Source: an optimization exercise on an open RTL-to-GDS flow (aim: small area). Production flows keep margins and buffers that such runs may drop. Only simulation tests tie the RTL to the original design; equivalence was not proved.

==> flow/design.v (outline; a module is shown in full before it is edited, if it fits) <==
// module filter: 1049 lines
// module fa_cell: 4 lines
// module differentiator: 470 lines
// module SNR_reader: 862 lines
// module fm_demod: 32 lines
module fm_demod(
    input clk,
    input rstn,
    input en,
    input [2:0] channel,
    input [9:0] X,
    output [9:0] out,
    output [9:0] un_filtered_out,
    output filter_clk,
    output [16:0] snr
);
  // ...
==> flow/flow/run.sh <==
#!/bin/bash
# Standard layout, with two changes: ports are buffered with the smallest
# buffer, and clock tree synthesis inserts no dummy loads.
set -e
export BUFFER_PORTS_ARGS="-buffer_cell sky130_fd_sc_hd__buf_1"
export CTS_ARGS="-sink_clustering_enable -repair_clock_nets -sink_clustering_size 30 -sink_clustering_max_diameter 100 -buf_list {sky130_fd_sc_hd__clkbuf_8 sky130_fd_sc_hd__clkbuf_16} -dont_use_dummy_load"
bash standard.sh > standard.log 2>&1
==> flow/standard.sh <==
#!/bin/bash
# synth_recipe.tcl (not shown) runs the flow's synth.tcl, then flattens the netlist and writes it again
# the make line also repeats each setting of config.mk as NAME=value (left out here)
make -C /OpenROAD-flow-scripts/flow DESIGN_CONFIG=/design/flow/config.mk WORK_HOME=/design/flow/orfs CLKGATE_MAP_FILE= SYNTH_SCRIPT=/design/flow/synth_recipe.tcl "${@:-finish}"
==> flow/config.mk <==
export PLATFORM = sky130hd
export DESIGN_NAME = fm_demod
export DESIGN_NICKNAME = fm_demod
export VERILOG_FILES = /design/flow/design.v
export SDC_FILE = /design/flow/constraint.sdc
export NUM_CORES = 4
export LEC_CHECK = 0
export CAP_MARGIN = 5
export CORE_MARGIN = 2
export CORE_UTILIZATION = 65
export CTS_BUF_LIST = sky130_fd_sc_hd__clkbuf_8 sky130_fd_sc_hd__clkbuf_16
export CTS_CLUSTER_DIAMETER = 100
export CTS_CLUSTER_SIZE = 30
export SLEW_MARGIN = 5
export SYNTH_HIERARCHICAL = 1
==> flow/constraint.sdc <==
create_clock -name core_clock -period 35.0 [get_ports {clk}]
set_input_delay 7.0000 -clock core_clock [delete_from_list [all_inputs] [get_ports {clk}]]
set_output_delay 7.0000 -clock core_clock [all_outputs]
set_load 0.01 [all_outputs]
==> summary.txt, run 1 <==
Detailed routing
  – Final WL: 82800 um
  – Met3 routed WL: 5470 um
  – Routed len/inst: 24.8 um
  – Vias: ~21000

Layout
  – Layout cells sized above 1: 6.59%
  – Layout clock area frac: 1.77%
  – Sequential share of cell area: between 30% and 40%
  – Footprint of the multi-input gates: ~0.022 sq mm
  – Most flop-heavy register: differentiator.filter.Q
  – Signal buf overhead: under 10%

STA
  – Max-slew headroom: 24.2%
  – Hold Slack: 0.387 ns

Run status
  – Run status: timing/DRC/antenna clean

Synthesis
  – Synth Area in Adders: 39.2%
  – Post-Synth Simple-Gate Area: 6.19%
  – Post-synth top area share: a little over a third
  – Post-Synthesis Net Count: 3417

Clock tree
  – Post-CTS Resized: 0

Min path
  – Worst Hold Class: reg2reg
  – Worst Hold End: differentiator.filter.P14[4]

Setup path
  – CP arrival: 34.08 ns

GRT
  – Global Route met3 Usage: approximately 4.8%
==> run 2: changes to the inputs <==
==> flow/run.sh (new file) <==
#!/bin/bash
# synth_recipe.tcl (not shown) runs the flow's synth.tcl, then flattens the netlist and writes it again
# the make line also repeats each setting of config.mk as NAME=value (left out here)
make -C /OpenROAD-flow-scripts/flow DESIGN_CONFIG=/design/flow/config.mk WORK_HOME=/design/flow/orfs CLKGATE_MAP_FILE= SYNTH_SCRIPT=/design/flow/synth_recipe.tcl finish
removed: flow/flow/run.sh
removed: flow/standard.sh
==> run 2 against run 1 <==
  * Clock skew is 0.015 ns lower
  * Still clean on timing, DRC and antenna
  * Sequential cell count stayed put
  * Routed wire length is 0.68% lower
  * Largest cell class unchanged
  * Global-route usage is 0.45 points lower
  * Fmax is 0.33% higher
  * Critical path depth is 2 higher
==> summary.txt, run 2 <==
Setup path
  – Worst path bufs/invs: 3
  – Setup CP Type: reg2reg
  – CP top delay family: adder cells
  – Worst path max stage delay: 0.74 ns
  – CP arrival: 34.01 ns (-0.07 ns)
  – Req. time, crit path: 35.47 ns
  – Cell mode on critical path: fa_1
  – Slowest cell on the critical path: dfstp_4
  – CP Capture Type: register
  – Max FO, Critical Path: 19
  – Setup crit start kind: register

Place
  – Hpwl dp: 63600 um
  – Final GP Congestion: 0.973
  – Number of placed cells counting well taps: between 3000 and 4000
  – I/O Buffers: 53
  – Worst slack, placed: 1.01 ns

STA
  – Clock skew: between 0.04 and 0.05 ns
  – Hold Slack: 0.428 ns (+0.0408 ns)
  – Max-slew headroom: 35.8% (+12 points)
  – Fin crit period: 33.54 ns
  – Fin crit share: 95.8%
  – Peak Freq: 29.8 MHz
  – Final setup vio count: 0
  – Final Max Tran Viols: 0
  – Worst-margin pin slew: 0.964 ns
  – PnR worst setup slack: 1.46 ns
  – Final hold vios: 0

Min path
  – Worst Hold Class: reg2reg

Synthesis
  – EDFF count, synth: 0
  – Unique masters post-synth: 78
  – Post-Synthesis Net Count: 3417 (unchanged)
  – Post-synth ARST share: 95.8%
  – YS warnings: 9
  – Yosys top cell by area: fa_1
  – Post-synthesis cell area: about 0.036 sq mm
  – Synth Area in Compound Gates: 4.48%
  – XOR/XNOR Fraction of Synth Area: 0.359%
  – Cell count after synthesis: 2675
  – Seq/Total Area, Yosys: between 30% and 40%
  – Post-synth top area share: 36.3% (unchanged)
  – Mapped Avg Cell Area: 13.3 sq um
  – Top cells by area, synth: fa_1, dfrtp_1, mux2i_1
  – #FFs+latches synth: roughly 480
  – Synth Area in Adders: 39.2% (unchanged)
  – Post-Synth Simple-Gate Area: 6.19% (unchanged)
  – Most frequent cell after synthesis: fa_1
  – Mux cell area share after synthesis: between 10% and 20%
  – Dominant synthesized flop cell: dfrtp_1
  – Top cells by count, synth: fa_1, dfrtp_1, mux2i_1, nand2_1, inv_1
  – Main combinational cell family by area after synthesis: adder cells

Detailed routing
  – First-pass iteration count of the detailed router: 5
  – Number of DRC markers in iteration 0: 1740
  – Routed len/inst: 24.5 um (-1.2%)
  – Final WL: 82200 um (-0.68%)
  – DRC viols: 0
  – Vias: 20800 (-0.57%)
  – Antenna Nets Post-Route: 0
  – Vias per inst: around 6.2

GRT
  – Vias in the first global route: 23000
  – Largest net degree at the start of global routing: 136
  – First-pass GRT wire length: 133000 um
  – Antenna violations before repair: 0
  – Gr ovfl total: 0
  – Gr usage total: 31.1%

Clock tree
  – Clk Tree Root Cell: clkbuf_16
  – Clock slew at reported path FFs: roughly 0.11 ns
  – CTS max path bufs: 3
  – Clock latency (worst-skew pair): 0.64 ns
  – H-tree lvl count: 1
  – Cts bufs inserted: 25
  – CTS tree: yes
  – Hold buffer count at CTS: 0
  – CTS Sinks: between 400 and 500

Die
  – Chip height: 238 um
  – Core footprint: 0.0539 sq mm
  – Initial Util: 65.9%
  – Chip width: ~240 um
  – FP Rows: 85
  – Die ar.: 0.0565 sq mm
  – IO Pins: 54

Layout
  – Layout fillers: 3764
  – Register area: 0.0119 sq mm
  – Fin cells: 3353
  – Footprint of the multi-input gates: 0.0224 sq mm (+0.11%)
  – Layout Utilization: 69.2%
  – # diodes: 0
  – Commonest non-fill, non-tap cells in the layout: fa_1, dfrtp_1, mux2i_1
  – Max reg flops: 20
  – Most flop-heavy register: differentiator.filter.Q
  – Nets: 3383
  – Syn-to-layout area delta: 5.07%
  – Layout cells sized above 1: 7.11% (+0.52 points)
  – Most common cell after layout, fill and taps aside: fa_1

Run status
  – Run status: timing/DRC/antenna clean

Run
  – Max-Cap Viols: 0
[run 2: cell count changes in the layout (fill, tap and decap cells not counted), moves of 3 or more]
cell / previous run / this run
buf_1: 52 / 0
clkdlybuf4s50_1: 0 / 52
clkinv_16: 0 / 4
dfstp_2: 17 / 14
dfstp_4: 0 / 3
inv_1: 127 / 133
inv_16: 0 / 3
[run 2: path summary, 6_finish.rpt]
check                                             startpoint                      endpoint  slack [ns]  cells past startpoint
max in group asynchronous                               rstn         differentiator.XQ0[8]       25.46                      4
worst min-delay path            differentiator.filter.P34[8]  differentiator.filter.P34[3]        0.43                      1
min in group asynchronous                               rstn  differentiator.filter.P16[5]        6.49                      1
worst max-delay path                       SNR_reader.Dn[16]              SNR_reader.F[16]        1.46                    103
worst max register to register             SNR_reader.Dn[16]              SNR_reader.F[16]        1.46                    103
worst min register to register  differentiator.filter.P34[8]  differentiator.filter.P34[3]        0.43                      1
[run 2: kinds of logic after synthesis]
| group | Yosys count |
|---|---|
| muxes | 436 |
| and+or+nand+nor | 509 |
| buffers and inverters | 268 |
| xor gates and xnor gates | 13 |
| adders and majority gates | 728 |
| AOI/OAI and AO/OA | 244 |
| DFF | 477 |
[run 2: through the flow]
step / TNS [ns] / cell area, sq um
detailed placement: 0 / 36300
floorplan: 0 / 35500
CTS: 0 / 37300
global route: -0.00918 / 37300
finish: 0 / 37300
global placement: 0 / 36300
[run 2: timing repair]
item,in CTS,in global routing
endpoints found under the hold margin,0,0
resized for setup,0,10
setup endpoints to repair,0,13
buffers inserted,0,2
[run 2: area by class of cell]
type                       count  area share [%]
sequential                   477            31.8
inverter                     128            1.29
timing repair buffer          78            1.97
multi-input combinational   1931            60.1
clock buffer                  26            1.74
clock inverter                17           0.697
tap                          696            2.33
[run 2: per-module statistics from Yosys, one instance, submodules excluded, excerpt]
| module | cell area (sq um) | flip-flops and latches | cells |
|---|---|---|---|
| fa_cell | 20.0 | 0 | 1 |
| differentiator | 2760 | 42 | 362 |
| SNR_reader | 5610 | 64 | 743 |
| filter | 14300 | 371 | 926 |
[run 2: routing by layer]
| metal | share of wire [%] | vias up | wire length (um) | track usage (%) |
|---|---|---|---|---|
| li1 | - | 8820 | - | - |
| met1 | 43 | 11100 | 35700 | 46.4 |
| met2 | 46 | 722 | 37600 | 46.8 |
| met3 | 8.1 | 131 | 6660 | 7.92 |
| met4 | 2.7 | 0 | 2220 | 7.24 |
| met5 | 0 | - | 0 | 0 |
==> run 3: changes to the inputs <==
==> flow/flow/run.sh (new file) <==
#!/bin/bash
# Standard layout, with two changes: ports are buffered with the smallest
# buffer, and clock tree synthesis inserts no dummy loads.
set -e
export BUFFER_PORTS_ARGS="-buffer_cell sky130_fd_sc_hd__buf_1"
export CTS_ARGS="-sink_clustering_enable -repair_clock_nets -sink_clustering_size 14 -sink_clustering_max_diameter 80 -buf_list {sky130_fd_sc_hd__clkbuf_8} -dont_use_dummy_load"
bash standard.sh > standard.log 2>&1
==> flow/standard.sh (new file) <==
#!/bin/bash
# synth_recipe.tcl (not shown) runs the flow's synth.tcl, then flattens the netlist and writes it again
# the make line also repeats each setting of config.mk as NAME=value (left out here)
make -C /OpenROAD-flow-scripts/flow DESIGN_CONFIG=/design/flow/config.mk WORK_HOME=/design/flow/orfs CLKGATE_MAP_FILE= SYNTH_SCRIPT=/design/flow/synth_recipe.tcl "${@:-finish}"
removed: flow/run.sh
==> run 3 against run 2 <==
  * Still clean
  * Routed wire length is 0.44% higher
  * Area after synthesis unchanged
  * Fmax fell by 0.21%
  * First-iteration DRC count grew 0.98%
  * Die area unchanged
  * Worst setup slack worse by 0.070 ns
  * Utilization is 1.3 points lower
  * Critical path type unchanged
  * Critical endpoint unchanged
==> summary.txt, run 3 <==
Run status
  – Run status: timing/DRC/antenna clean

Synthesis
  – Seq/Total Area, Yosys: 33.4% (unchanged)
  – Most frequent cell after synthesis: fa_1
  – Cell count after synthesis: 2675 (unchanged)
  – Post-synth top area share: 36.3% (unchanged)
  – Dominant synthesized flop cell: dfrtp_1
  – Post-Synthesis Net Count: 3417 (unchanged)
  – EDFF count, synth: 0 (unchanged)
  – Mapped Avg Cell Area: 13.3 sq um (unchanged)
  – #FFs+latches synth: 477 (unchanged)
  – YS warnings: 9 (unchanged)
  – Top cells by count, synth: fa_1, dfrtp_1, mux2i_1, nand2_1, inv_1
  – Top cells by area, synth: fa_1, dfrtp_1, mux2i_1
  – Unique masters post-synth: 78 (unchanged)
  – Post-synthesis cell area: 0.0355 sq mm (unchanged)
  – Post-synth ARST share: 95.8% (unchanged)
  – Yosys top cell by area: fa_1

GRT
  – Global Route met3 Usage: 6.09% (-1.8 points)
  – Vias in the first global route: 23100 (+0.83%)
  – Gr ovfl total: 0 (unchanged)
  – GRT met2 Usage: 47.9% (+1.1 points)
  – GR met1 Demand/Resource: 48.8% (+2.5 points)
  – Gr usage total: 31.7% (+0.62 points)
  – First-pass GRT wire length: 135000 um (+1.8%)
  – Antenna violations before repair: 0 (unchanged)
  – Most used routing layer: met1
  – Largest net degree at the start of global routing: 83 (-39%)

STA
  – Peak Freq: 29.8 MHz (-0.21%)
  – Final hold vios: 0 (unchanged)
  – Fin crit share: 96.0% (+0.20 points)
  – Worst-margin pin slew: 1.14 ns (+0.180 ns)
  – Final setup vio count: 0 (unchanged)
  – PnR worst setup slack: 1.39 ns (-0.0696 ns)
  – RSZ-0062 raised after global routing: no
  – Clock skew: 0.0724 ns (+0.0273 ns)
  – Fin crit period: 33.61 ns (+0.0695 ns)
  – Setup_tns: 0 ns (unchanged)
  – Max-slew headroom: 23.7% (-12 points)
  – Hold Slack: 0.417 ns (-0.0103 ns)
  – Final Max Tran Viols: 0 (unchanged)

Setup path
  – Worst reg2reg path depth: 101 (-1.9%)
  – Worst r2r dst: SNR_reader.F[16]
  – Req. time, crit path: 35.47 ns (about the same)
  – Setup CP Type: reg2reg
  – CP Capture Type: register
  – R2r startpoint: SNR_reader.Dn[15]
  – Slowest cell on the critical path: dfstp_2
  – Setup crit start kind: register
  – R2r setup slk: 1.39 ns (-0.07 ns)
  – CP arrival: 34.08 ns (+0.07 ns)
  – Cell mode on critical path: fa_1
  – Worst path max stage delay: 0.72 ns (-0.02 ns)
  – Max FO, Critical Path: 15 (-4)

Layout
  – Commonest non-fill, non-tap cells in the layout: fa_1, dfrtp_1, mux2i_1
  – Layout Utilization: 67.9% (-1.3 points)
  – Most common cell after layout, fill and taps aside: fa_1
  – Syn-to-layout area delta: 3.14%
  – Most flop-heavy register: differentiator.filter.Q
  – Final Instance Area: 0.0366 sq mm (-1.8%)
  – Fin cells: 3355 (+0.060%)
  – Max reg flops: 20 (unchanged)
  – Layout cells sized above 1: 7.22% (+0.11 points)
  – Nets: 3402 (+0.56%)

Die
  – Chip width: 238 um (unchanged)
  – IO Pins: 54 (unchanged)
  – Chip height: 238 um (unchanged)
  – FP Rows: 85 (unchanged)
  – Initial Util: 65.9% (unchanged)
  – Die ar.: 0.0565 sq mm (unchanged)
  – Core footprint: 0.0539 sq mm (unchanged)

Detailed routing
  – Number of DRC markers in iteration 0: 1757 (+0.98%)
  – Vias per inst: 6.22 (+0.43%)
  – Final WL: 82600 um (+0.44%)
  – DRC viols: 0 (unchanged)
  – Vias: 20900 (+0.49%)
  – Routed len/inst: 24.6 um (+0.38%)
  – First-pass iteration count of the detailed router: 5 (unchanged)
  – Antenna Nets Post-Route: 0 (unchanged)

Place
  – Hpwl dp: 64600 um (+1.7%)
  – Cell Area, Placed: 0.0360 sq mm (-0.91%)
  – Final GP Congestion: 0.915 (-5.9%)
  – Number of placed cells counting well taps: 3309 (+0.060%)
  – Worst slack, placed: 1.10 ns (+0.0928 ns)
  – I/O Buffers: 53 (unchanged)

Clock tree
  – H-tree lvl count: 2 (+1)
  – Clock slew at reported path FFs: 0.09 ns (-0.02 ns)
  – CTS tree: yes
  – Clk Tree Root Cell: clkbuf_8
  – CTS Sinks: 477 (unchanged)
  – Cts bufs inserted: 44 (+76%)
  – CTS max path bufs: 3 (unchanged)
  – Clock latency (worst-skew pair): 0.66 ns (+0.02 ns)
  – Hold buffer count at CTS: 0 (unchanged)

Min path
  – Hold Path Stages: 1 (unchanged)
  – Hold_sp: differentiator.filter.P34[7]
  – Worst Hold End: differentiator.filter.P34[2]
  – Worst Hold Class: reg2reg

Run
  – Max-Cap Viols: 0 (unchanged)
==> run 3: cell counts after synthesis <==
No cell type changed its count.
==> run 3: final cells by class <==
| type | instances | area, sq um |
|---|---|---|
| sequential | 477 | 11900 |
| tap | 696 | 871 |
| clock buffer | 44 | 606 |
| multi-input combinational | 1931 | 22400 |
| fill | 3932 | 17300 |
| inverter | 128 | 480 |
| timing repair buffer | 78 | 390 |
| antenna | 1 | 2.50 |
==> run 3: layer usage <==
layer / up-vias / wire length, um
li1: 8820 / -
met3: 116 / 5710
met1: 11200 / 36600
met5: - / 0
met2: 697 / 38400
met4: 0 / 1870
==> run 3: worst max-delay path by stage <==
| stage | startpoint | end | slack (ns) | cells past startpoint |
|---|---|---|---|---|
| finish | SNR_reader.Dn[15] | SNR_reader.F[16] | 1.39 | 101 |
| global route | SNR_reader.Dn[15] | SNR_reader.F[16] | 0.02 | 101 |
| CTS | SNR_reader.Dn[15] | SNR_reader.F[16] | 1.08 | 101 |
| detailed placement | SNR_reader.Dn[16] | SNR_reader.F[16] | 1.10 | 101 |
| global placement | SNR_reader.Dn[16] | SNR_reader.F[16] | 1.71 | 101 |
| floorplan | SNR_reader.Dn[8] | SNR_reader.F[15] | 3.25 | 98 |
==> run 3: Yosys stat by module, one instance, submodules excluded, a selection <==
module,cells inside,cell area (sq um),copies in the design,flip-flops and latches
SNR_reader,743,5610,1,64
differentiator,362,2760,1,42
fa_cell,1,20.0,644,0
filter,926,14300,1,371
==> run 3: cell families (layout without fill, tap and decap cells) <==
kind of cell	Yosys count	after routing	share of synthesized area, %
flops	477	477	33.4
other cells	0	1	0
buf+inv	268	250	3.53
xor+xnor	13	13	0.359
compound gates	244	244	4.48
fa+ha+maj	728	728	39.2
mux	436	436	12.8
simple gates	509	510	6.19
==> run 3: critical path: cells and delay by family (launching register included) <==
kind	cells	cell delay, ns
AO/OA/AOI/OAI	10	1.42
adder cells (fa/ha/maj)	64	25.50
buffers and inverters	3	0.68
flip-flops	1	0.72
multiplexers	4	1.13
AND/OR/NAND/NOR	20	4.03
==> run 3: what timing repair did <==
action	in CTS	in global routing
setup buffers	0	0
endpoints found under the setup margin	0	12
resized for setup	0	2
==> run 4: changes to the inputs <==
==> flow/flow/run.sh (replaced) <==
#!/bin/bash
# Standard layout with three changes: ports are buffered with the smallest
# buffer, clock tree synthesis inserts no dummy loads, and after placement the
# resizer sizes down cells on paths with slack to spare (power recovery).
set -e
export BUFFER_PORTS_ARGS="-buffer_cell sky130_fd_sc_hd__buf_1"
export CTS_ARGS="-sink_clustering_enable -repair_clock_nets -sink_clustering_size 30 -sink_clustering_max_diameter 100 -buf_list {sky130_fd_sc_hd__clkbuf_8 sky130_fd_sc_hd__clkbuf_16} -dont_use_dummy_load"
bash standard.sh place > standard_place.log 2>&1
openroad -no_init -exit flow/recover.tcl > recover.log 2>&1
bash standard.sh finish > standard.log 2>&1
==> flow/flow/recover.tcl (new file) <==
set P $::env(FLOW_HOME)/platforms/sky130hd
set R orfs/results/sky130hd/fm_demod/base
read_lef $P/lef/sky130_fd_sc_hd.tlef
read_lef $P/lef/sky130_fd_sc_hd_merged.lef
read_liberty $P/lib/sky130_fd_sc_hd__tt_025C_1v80.lib
read_db $R/3_place.odb
read_sdc $R/3_place.sdc
source $P/setRC.tcl
set_dont_use {sky130_fd_sc_hd__probe_p_8 sky130_fd_sc_hd__probec_p_8 sky130_fd_sc_hd__lpflow_*}
estimate_parasitics -placement
report_design_area
report_worst_slack -max
repair_timing -recover_power 100 -verbose
detailed_placement
check_placement
estimate_parasitics -placement
report_design_area
report_worst_slack -max
write_db $R/3_place.odb
==> run 4 against run 3 <==
  * Sequential cell count stayed put
  * Worst setup slack worse by 0.015 ns
  * Clock skew is 0.0073 ns lower
  * Critical path type unchanged
==> summary.txt, run 4 <==
Place
  – Number of placed cells counting well taps: 3309 (unchanged)
  – Hpwl dp: 64600 um (unchanged)
  – Final GP Congestion: 0.915 (unchanged)
  – I/O Buffers: 53 (unchanged)

Synthesis
  – YS warnings: 9 (unchanged)
  – #FFs+latches synth: 477 (unchanged)
  – Most frequent cell after synthesis: fa_1
  – Cell count after synthesis: 2675 (unchanged)
  – Post-Synthesis Net Count: 3417 (unchanged)
  – Unique masters post-synth: 78 (unchanged)
  – Post-synth top area share: 36.3% (unchanged)
  – Yosys top cell by area: fa_1
  – Top cells by count, synth: fa_1, dfrtp_1, mux2i_1, nand2_1, inv_1
  – Dominant synthesized flop cell: dfrtp_1
  – EDFF count, synth: 0 (unchanged)
  – Post-synth ARST share: 95.8% (unchanged)
  – Post-synthesis cell area: 0.0355 sq mm (unchanged)
  – Mapped Avg Cell Area: 13.3 sq um (unchanged)
  – Top cells by area, synth: fa_1, dfrtp_1, mux2i_1
  – Seq/Total Area, Yosys: 33.4% (unchanged)

Layout
  – Max reg flops: 20 (unchanged)
  – Nets: 3393 (-0.26%)
  – Commonest non-fill, non-tap cells in the layout: fa_1, dfrtp_1, mux2i_1
  – Most common cell after layout, fill and taps aside: fa_1
  – Layout cells sized above 1: 5.59% (-1.6 points)
  – Fin cells: 3346 (-0.27%)
  – Layout Utilization: 68.2% (+0.29 points)
  – Syn-to-layout area delta: 3.58%
  – Most flop-heavy register: differentiator.filter.Q

Clock tree
  – CTS Sinks: 477 (unchanged)
  – Clock latency (worst-skew pair): 0.61 ns (-0.05 ns)
  – Clk Tree Root Cell: clkbuf_16
  – CTS max path bufs: 3 (unchanged)
  – H-tree lvl count: 1 (-1)
  – Post-CTS Setup Bufs: 0 (unchanged)
  – Clock slew at reported path FFs: 0.10 ns (about the same)
  – Post-CTS Resized: 0 (unchanged)
  – Hold buffer count at CTS: 0 (unchanged)
  – CTS tree: yes
  – Cts bufs inserted: 25 (-43%)

Setup path
  – Req. time, crit path: 35.44 ns (-0.03 ns)
  – Max FO, Critical Path: 19 (+4)
  – Worst r2r dst: SNR_reader.F[16]
  – Setup crit start kind: register
  – R2r startpoint: SNR_reader.Dn[16]
  – R2r setup slk: 1.38 ns (-0.02 ns)
  – Worst path max stage delay: 0.73 ns (about the same)
  – CP Capture Type: register
  – Slowest cell on the critical path: dfstp_4
  – CP arrival: 34.06 ns (-0.02 ns)
  – Worst reg2reg path depth: 101 (unchanged)
  – Cell mode on critical path: fa_1
  – Setup CP Type: reg2reg

STA
  – Max-slew headroom: 18.2% (-5.6 points)
  – Clock skew: 0.0651 ns (-0.00728 ns)
  – Final Max Tran Viols: 0 (unchanged)
  – Hold Slack: 0.414 ns (-0.00327 ns)
  – Setup_tns: 0 ns (unchanged)
  – Peak Freq: 29.7 MHz (about the same)
  – Final hold vios: 0 (unchanged)
  – Final setup vio count: 0 (unchanged)
  – RSZ-0062 raised after global routing: no
  – Fin crit share: 96.1% (about the same)
  – Fin crit period: 33.62 ns (+0.0154 ns)
  – Worst-margin pin slew: 1.23 ns (+0.0833 ns)

GRT
  – First-pass GRT wire length: 135000 um (-0.27%)
  – Vias in the first global route: 23200 (+0.11%)
  – Antenna violations before repair: 0 (unchanged)
  – Largest net degree at the start of global routing: 83 (unchanged)
  – Gr ovfl total: 0 (unchanged)
  – Gr usage total: 31.5% (-0.23 points)

Min path
  – Worst Hold End: differentiator.filter.P12[3]
  – Hold_sp: differentiator.filter.P11[8]
  – Hold Path Stages: 1 (unchanged)
  – Worst Hold Class: reg2reg

Die
  – Core footprint: 0.0539 sq mm (unchanged)
  – FP Rows: 85 (unchanged)
  – Chip height: 238 um (unchanged)
  – IO Pins: 54 (unchanged)
  – Die ar.: 0.0565 sq mm (unchanged)
  – Chip width: 238 um (unchanged)
  – Initial Util: 65.9% (unchanged)

Run
  – Max-Cap Viols: 0 (unchanged)

Detailed routing
  – Antenna Nets Post-Route: 0 (unchanged)
  – Final WL: 82800 um (+0.24%)
  – Vias: 20900 (+0.19%)
  – First-pass iteration count of the detailed router: 5 (unchanged)
  – DRC viols: 0 (unchanged)
  – Vias per inst: 6.25 (+0.46%)
  – Routed len/inst: 24.7 um (+0.51%)
  – Number of DRC markers in iteration 0: 1917 (+9.1%)

Run status
  – Run status: timing/DRC/antenna clean
## run 4: cell count changes in the layout (fill, tap and decap cells not counted), sizes merged
cell	delta
buf	-8
clkbuf	-1
## run 4: cell families after synthesis
family	synth area share, %
muxes	12.8
and+or+nand+nor	6.19
AOI/OAI and AO/OA	4.48
xor gates and xnor gates	0.359
DFF	33.4
buffers and inverters	3.53
adders and majority gates	39.2
## run 4: stage by stage
stage               setup WS, ns  cell area, sq um
floorplan                   3.25             35500
CTS                        0.518             36500
global route              0.0152             36800
finish                      1.38             36800
global placement            1.71             36000
detailed placement          1.10             36000
## run 4: how the worst max path moves through the flow
stage,startpoint,end,slack (ns),cells after the start
after floorplan,SNR_reader.Dn[8],SNR_reader.F[15],3.25,98
after global placement,SNR_reader.Dn[16],SNR_reader.F[16],1.71,101
after detailed placement,SNR_reader.Dn[16],SNR_reader.F[16],1.10,101
after CTS,SNR_reader.Dn[16],SNR_reader.F[16],0.52,101
after global routing,SNR_reader.Dn[14],SNR_reader.F[16],0.02,101
final,SNR_reader.Dn[16],SNR_reader.F[16],1.38,101
## run 4: area by class of cell
cell class	count	area, sq um
clock buffer	25	626
inverter	128	480
timing repair buffer	88	613
tap	696	871
multi-input combinational	1931	22300
sequential	477	11900
antenna	1	2.50
fill	3910	17100
## run 4: worst max-delay path: cells and delay by family (launching register included)
| kind | cells | cell delay [ns] |
|---|---|---|
| compound gates | 10 | 1.39 |
| mux | 4 | 1.14 |
| fa+ha+maj | 64 | 25.48 |
| flops | 1 | 0.73 |
| buf+inv | 3 | 0.67 |
| simple gates | 20 | 4.02 |
## run 4: per-layer routing
metal  track usage, %  vias to the layer above  routed length (um)
li1                 -                     8830                   -
met2             47.9                      709               38700
met1             49.0                    11200               36500
met5                0                        -                   0
met3             5.05                      114                5650
met4             6.44                        0                1880
## run 4: Yosys stat by module (local to each module, per instance), a selection
module          area (sq um)  flip-flops and latches  cells
SNR_reader              5610                      64    743
differentiator          2760                      42    362
fa_cell                 20.0                       0      1
filter                 14300                     371    926

==> separate check: timing with driven ports <==
No port has a modelled driver above. Below, the same layouts with a new extraction and two added sets of constraints.
Step 1 (the two cells are an assumption about what drives the block):
set clk [get_ports {clk}]
set_driving_cell -lib_cell sky130_fd_sc_hd__clkbuf_16 $clk
set_driving_cell -lib_cell sky130_fd_sc_hd__buf_2 [delete_from_list [all_inputs] $clk]
Step 2 adds t to the input delays and takes it off the output delays; t is the mean of the earliest and latest rising clock arrival at the registers after step 1. Input paths then give back, and output paths get back, about the clock's delay inside the block.
Three values: ideal, step 1, step 2; two values: the first two.
run | shift t [ns] | slack for setup (ns) | worst slew at a driven data input, ns
run 1 | 0.639 | 1.351 / 1.351 / 1.351 | 0.03
run 2 | 0.670 | 1.463 / 1.463 / 1.463 | 0.05
run 3 | 0.674 | 1.393 / 1.393 / 1.393 | 0.03
run 4 | 0.641 | 1.378 / 1.378 / 1.378 | 0.03
After both steps every run listed still meets setup and hold.
